From an optimization exercise on the open Yosys and OpenROAD flow, aimed at small area, a short achievable clock period and few clock cycles; shortcuts taken in it are not production practice. No activity file was given, so power comes from the tool's default toggle rates.

== cedar ==
==> flow/design.v <==
module cb_seg(
    input wire clk,
    input wire reset,
    input wire[11:0] tb_size_in,
    input wire wreq_size,
    output wire rreq_data,
    input wire[7:0] tb_in,
    output wire cb_valid,
    output wire[7:0] cb_data,
    output wire cb_size,
    output wire cb_start
);
reg [10:0] wq [0:32];
reg [32:0] v;
wire       release_cur;
wire [32:0] fa;      
wire [31:0] mv;      
assign fa[32] = 1'b1;
genvar g;
generate for (g = 0; g < 32; g = g + 1) begin : q
    assign fa[g] = fa[g+1] & v[g+1];
    assign mv[g] = v[g] & ~fa[g];
    always @(posedge clk)
        if (mv[g]) wq[g+1] <= wq[g];
end endgenerate
always @(posedge clk)
    if (wreq_size) wq[0] <= tb_size_in[10:0];
always @(posedge clk or posedge reset)
    if (reset) v <= 33'd0;
    else begin
        v[0] <= wreq_size | (v[0] & ~mv[0]);
        v[32] <= mv[31] | (v[32] & ~release_cur);
        v[31:1] <= mv[30:0] | (v[31:1] & ~mv[31:1]);
    end
wire [10:0] cur = wq[32];
localparam IDLE = 2'd0, BODY = 2'd2, CRC = 2'd3;
reg [1:0]  ph;
reg [10:0] p;        
reg        fill;     
reg        twob;     
reg        big;      
reg        sob;      
reg        blk2;     
reg [1:0]  cc;       
wire c_gt132 = cur > 11'd132;
wire c_gt768 = cur > 11'd768;
wire c_gt894 = cur > 11'd894;
wire [10:0] ktot_m1 = c_gt894 ? 11'd1529 : c_gt768 ? 11'd893 : c_gt132 ? 11'd767 : 11'd131;
wire c_nofill = (cur == 11'd132) | (cur == 11'd768) | (cur == 11'd894) | (cur == 11'd1530);
wire body_last_nc = (p == 11'd0) | (twob & ~blk2 & (p == 11'd765));
wire tb_last = (ph == BODY & body_last_nc & ~twob) | (ph == CRC & cc == 2'd2 & blk2);
wire start = v[32] & ((ph == IDLE) | tb_last);
wire fill_end = (ph == BODY) & fill & (p == cur);
assign release_cur = (start & c_nofill) | fill_end;
always @(posedge clk or posedge reset)
    if (reset) ph <= IDLE;
    else if (start) ph <= BODY;
    else case (ph)
        BODY: if (body_last_nc) ph <= twob ? CRC : IDLE;
        CRC:  if (cc == 2'd2) ph <= blk2 ? IDLE : BODY;
        default: ;
    endcase
always @(posedge clk) begin
    if (start) begin
        p    <= ktot_m1;
        fill <= ~c_nofill;
        twob <= c_gt768;
        big  <= c_gt132 & ~(c_gt768 & ~c_gt894);
        sob  <= 1'b1;
        blk2 <= 1'b0;
    end else case (ph)
        BODY: begin
            p   <= p - 11'd1;
            sob <= 1'b0;
            if (fill_end) fill <= 1'b0;
            cc  <= 2'd0;
        end
        CRC: begin
            cc <= cc + 2'd1;
            if (cc == 2'd2) begin
                blk2 <= 1'b1;
                big  <= 1'b1;
                sob  <= 1'b1;
            end
        end
        default: ;
    endcase
end
wire is_v    = ph[1];                       
wire is_data = (ph == BODY) & ~fill;
wire is_crc  = (ph == CRC);
reg s1_v, s2_v, s1_d, s2_d, s1_c, s2_c;
reg [1:0] s1_cc, s2_cc;
reg s1_st, s2_st, s1_sz, s2_sz;
reg rreq_q;
assign rreq_data = rreq_q;
always @(posedge clk or posedge reset)
    if (reset) begin
        s1_v <= 1'b0; s2_v <= 1'b0; rreq_q <= 1'b0;
    end else begin
        s1_v <= is_v; s2_v <= s1_v; rreq_q <= is_data;
    end
always @(posedge clk) begin
    s1_d <= is_data; s1_c <= is_crc; s1_cc <= cc; s1_st <= sob; s1_sz <= big;
    s2_d <= s1_d;    s2_c <= s1_c;   s2_cc <= s1_cc; s2_st <= s1_st; s2_sz <= s1_sz;
end
reg [7:0]  ob;       
reg        ov, ost, osz, onc;
reg [23:0] crc;
assign cb_valid = ov;
assign cb_data  = ob;
assign cb_start = ost;
assign cb_size  = osz;
function [23:0] crc_next(input [23:0] s, input [7:0] d);
    reg [23:0] r;
    integer k;
    begin
        r = s;
        for (k = 0; k < 8; k = k + 1)
            r = {r[22:0], 1'b0} ^ ((r[23] ^ d[k]) ? 24'h800063 : 24'h0);
        crc_next = r;
    end
endfunction
wire [23:0] crc_n = crc_next(crc, ob);
always @(posedge clk or posedge reset)
    if (reset) ov <= 1'b0;
    else       ov <= s2_v;
always @(posedge clk) begin
    ost <= s2_st;
    osz <= s2_sz;
    onc <= ~s2_c;
    if (s2_c)
        ob <= (s2_cc == 2'd0) ? crc_n[7:0] : (s2_cc == 2'd1) ? crc[15:8] : crc[23:16];
    else
        ob <= s2_d ? tb_in : 8'h00;
    if (s2_v & s2_st) crc <= 24'hffffff;
    else if (ov & onc) crc <= crc_n;
end
endmodule
export LEC_CHECK = 0
export CAP_MARGIN = 20
export CORE_MARGIN = 2
export CORE_UTILIZATION = 40
export CTS_CLUSTER_DIAMETER = 60
export CTS_CLUSTER_SIZE = 30
export SETUP_SLACK_MARGIN = 3.0
export SLEW_MARGIN = 20
create_clock -name core_clock -period 5.0 [get_ports {clk}]
run.sh (not shown) runs the stock make flow with config.mk's settings and CLKGATE_MAP_FILE= SYNTH_SCRIPT=/design/flow/synth_recipe.tcl, a recipe that flattens the netlist after the stock synthesis.
The following lists how delta was set up differently from cedar:
==> flow/design.v <==
module cb_seg(
    input wire clk,
    input wire reset,
    input wire[11:0] tb_size_in,
    input wire wreq_size,
    output wire rreq_data,
    input wire[7:0] tb_in,
    output wire cb_valid,
    output wire[7:0] cb_data,
    output wire cb_size,
    output wire cb_start
);
reg [10:0] wq [0:32];
reg [32:0] v;
wire       release_cur;
wire [32:0] fa;      
wire [31:0] mv;      
assign fa[32] = 1'b1;
genvar g;
generate for (g = 0; g < 32; g = g + 1) begin : q
    assign fa[g] = fa[g+1] & v[g+1];
    assign mv[g] = v[g] & ~fa[g];
    always @(posedge clk)
        if (mv[g]) wq[g+1] <= wq[g];
end endgenerate
always @(posedge clk)
    if (wreq_size) wq[0] <= tb_size_in[10:0];
always @(posedge clk or posedge reset)
    if (reset) v <= 33'd0;
    else begin
        v[0] <= wreq_size | (v[0] & ~mv[0]);
        v[32] <= mv[31] | (v[32] & ~release_cur);
        v[31:1] <= mv[30:0] | (v[31:1] & ~mv[31:1]);
    end
wire [10:0] cur = wq[32];
localparam IDLE = 2'd0, BODY = 2'd2, CRC = 2'd3;
reg [1:0]  ph;
reg [10:0] p;
reg        fill;     
reg        fe;       
reg        lastnc;   
reg        twob;     
reg        big;      
reg        sob;      
reg        blk2;     
reg [1:0]  cc;       
wire c_gt132 = cur > 11'd132;
wire c_gt768 = cur > 11'd768;
wire c_gt894 = cur > 11'd894;
wire c_nofill = (cur == 11'd132) | (cur == 11'd768) | (cur == 11'd894) | (cur == 11'd1530);
wire c_fill1  = (cur == 11'd131) | (cur == 11'd767) | (cur == 11'd893) | (cur == 11'd1529);
wire p_fe = twob ? (big ? (p == 11'd519) : (p == 11'd1155))
                 : (big ? (p == 11'd1281) : (p == 11'd1917));
wire tb_last = (ph == BODY & lastnc & ~twob) | (ph == CRC & cc == 2'd2 & blk2);
wire start = v[32] & ((ph == IDLE) | tb_last);
wire fill_end = (ph == BODY) & fill & fe;
assign release_cur = (start & c_nofill) | fill_end;
always @(posedge clk or posedge reset)
    if (reset) ph <= IDLE;
    else if (start) ph <= BODY;
    else case (ph)
        BODY: if (lastnc) ph <= twob ? CRC : IDLE;
        CRC:  if (cc == 2'd2) ph <= blk2 ? IDLE : BODY;
        default: ;
    endcase
always @(posedge clk) begin
    if (start) begin
        p      <= c_nofill ? cur : ~cur;
        fill   <= ~c_nofill;
        fe     <= c_fill1;
        lastnc <= 1'b0;
        twob   <= c_gt768;
        big    <= c_gt132 & ~(c_gt768 & ~c_gt894);
        sob    <= 1'b1;
        blk2   <= 1'b0;
    end else case (ph)
        BODY: begin
            sob <= 1'b0;
            cc  <= 2'd0;
            if (fill) begin
                if (fe) begin
                    p      <= cur;
                    fill   <= 1'b0;
                    lastnc <= (cur == 11'd1);
                end else begin
                    p      <= p - 11'd1;
                    fe     <= p_fe;
                end
            end else begin
                p      <= p - 11'd1;
                lastnc <= (p == 11'd2) | (twob & ~blk2 & (p == 11'd767));
            end
        end
        CRC: begin
            cc <= cc + 2'd1;
            if (cc == 2'd2) begin
                blk2 <= 1'b1;
                big  <= 1'b1;
                sob  <= 1'b1;
            end
        end
        default: ;
    endcase
end
wire is_v    = ph[1];                       
wire is_data = (ph == BODY) & ~fill;
wire is_crc  = (ph == CRC);
reg s1_v, s2_v, s1_d, s2_d, s1_c, s2_c;
reg [1:0] s1_cc, s2_cc;
reg s1_st, s2_st, s1_sz, s2_sz;
reg rreq_q;
assign rreq_data = rreq_q;
always @(posedge clk or posedge reset)
    if (reset) begin
        s1_v <= 1'b0; s2_v <= 1'b0; rreq_q <= 1'b0;
    end else begin
        s1_v <= is_v; s2_v <= s1_v; rreq_q <= is_data;
    end
always @(posedge clk) begin
    s1_d <= is_data; s1_c <= is_crc; s1_cc <= cc; s1_st <= sob; s1_sz <= big;
    s2_d <= s1_d;    s2_c <= s1_c;   s2_cc <= s1_cc; s2_st <= s1_st; s2_sz <= s1_sz;
end
reg [7:0]  ob;       
reg        ov, ost, osz, onc;
reg [23:0] crc;
assign cb_valid = ov;
assign cb_data  = ob;
assign cb_start = ost;
assign cb_size  = osz;
function [23:0] crc_next(input [23:0] s, input [7:0] d);
    reg [23:0] r;
    integer k;
    begin
        r = s;
        for (k = 0; k < 8; k = k + 1)
            r = {r[22:0], 1'b0} ^ ((r[23] ^ d[k]) ? 24'h800063 : 24'h0);
        crc_next = r;
    end
endfunction
wire [23:0] crc_n = crc_next(crc, ob);
always @(posedge clk or posedge reset)
    if (reset) ov <= 1'b0;
    else       ov <= s2_v;
always @(posedge clk) begin
    ost <= s2_st;
    osz <= s2_sz;
    onc <= ~s2_c;
    if (s2_c)
        ob <= (s2_cc == 2'd0) ? crc_n[7:0] : (s2_cc == 2'd1) ? crc[15:8] : crc[23:16];
    else
        ob <= s2_d ? tb_in : 8'h00;
    if (s2_v & s2_st) crc <= 24'hffffff;
    else if (ov & onc) crc <= crc_n;
end
endmodule
## What came out
Run comparison: delta cell type of the slowest stage on the worst timing path sky130_fd_sc_hd__or4_4; cedar cell type of the slowest stage on the worst timing path sky130_fd_sc_hd__edfxtp_1. cedar -> delta: routed length per instance increased slightly. ~same portion of the layout cell area used by clock cells in cedar and delta. Summary of delta over cedar: final total power increased by about 20% relative to the old numbers; number of buffers other than clock buffers in the final layout increased by 20% relative to the old numbers; final non-filler cell area increased by 3.0% relative to the old numbers; power per cell area increased by about 18% relative to the old numbers. The area used by sequential logic in the layout of delta exceeds that of cedar by 50 um^2. Against cedar, final routed wirelength across all metal layers in delta rose by a few percent. delta — clock net sink count 0.43% higher, cedar as reference. Relative to cedar, the cell count measured on delta has increased by a few percent.
No functional check of the RTL was part of any run of this note.

[afterwards: timing with drivers on the ports]
The flow's constraints put no driver on any port. The routed layouts listed below were extracted and timed again, unchanged, in two steps. Step 1, drivers: a clkbuf_16 drives clk and a buf_2 each remaining input, both assumed. Step 2 moves the port delays by t, midway between the first and last clock arrival at a register: inputs arrive t later, outputs are due t later. That takes back most of the time a late clock gives input paths. Slacks: ideal ports / drivers / drivers and shift; pairs: ideal ports / drivers.
run | shift t [ns] | slack for setup (ns) | hold slack, ns | worst register clock-pin slew, ns
cedar | 0.617 | 2.887 / 2.868 / 2.848 | 0.332 / 0.332 / 0.332 | 0.10 / 0.10
delta | 0.623 | 2.668 / 2.668 / 2.668 | 0.326 / 0.326 / 0.326 | 0.10 / 0.10
After both steps every run listed still meets setup and hold. The setup slack of cedar, which loses most, moves by -0.019 ns with the drivers and by -0.039 ns with both steps.
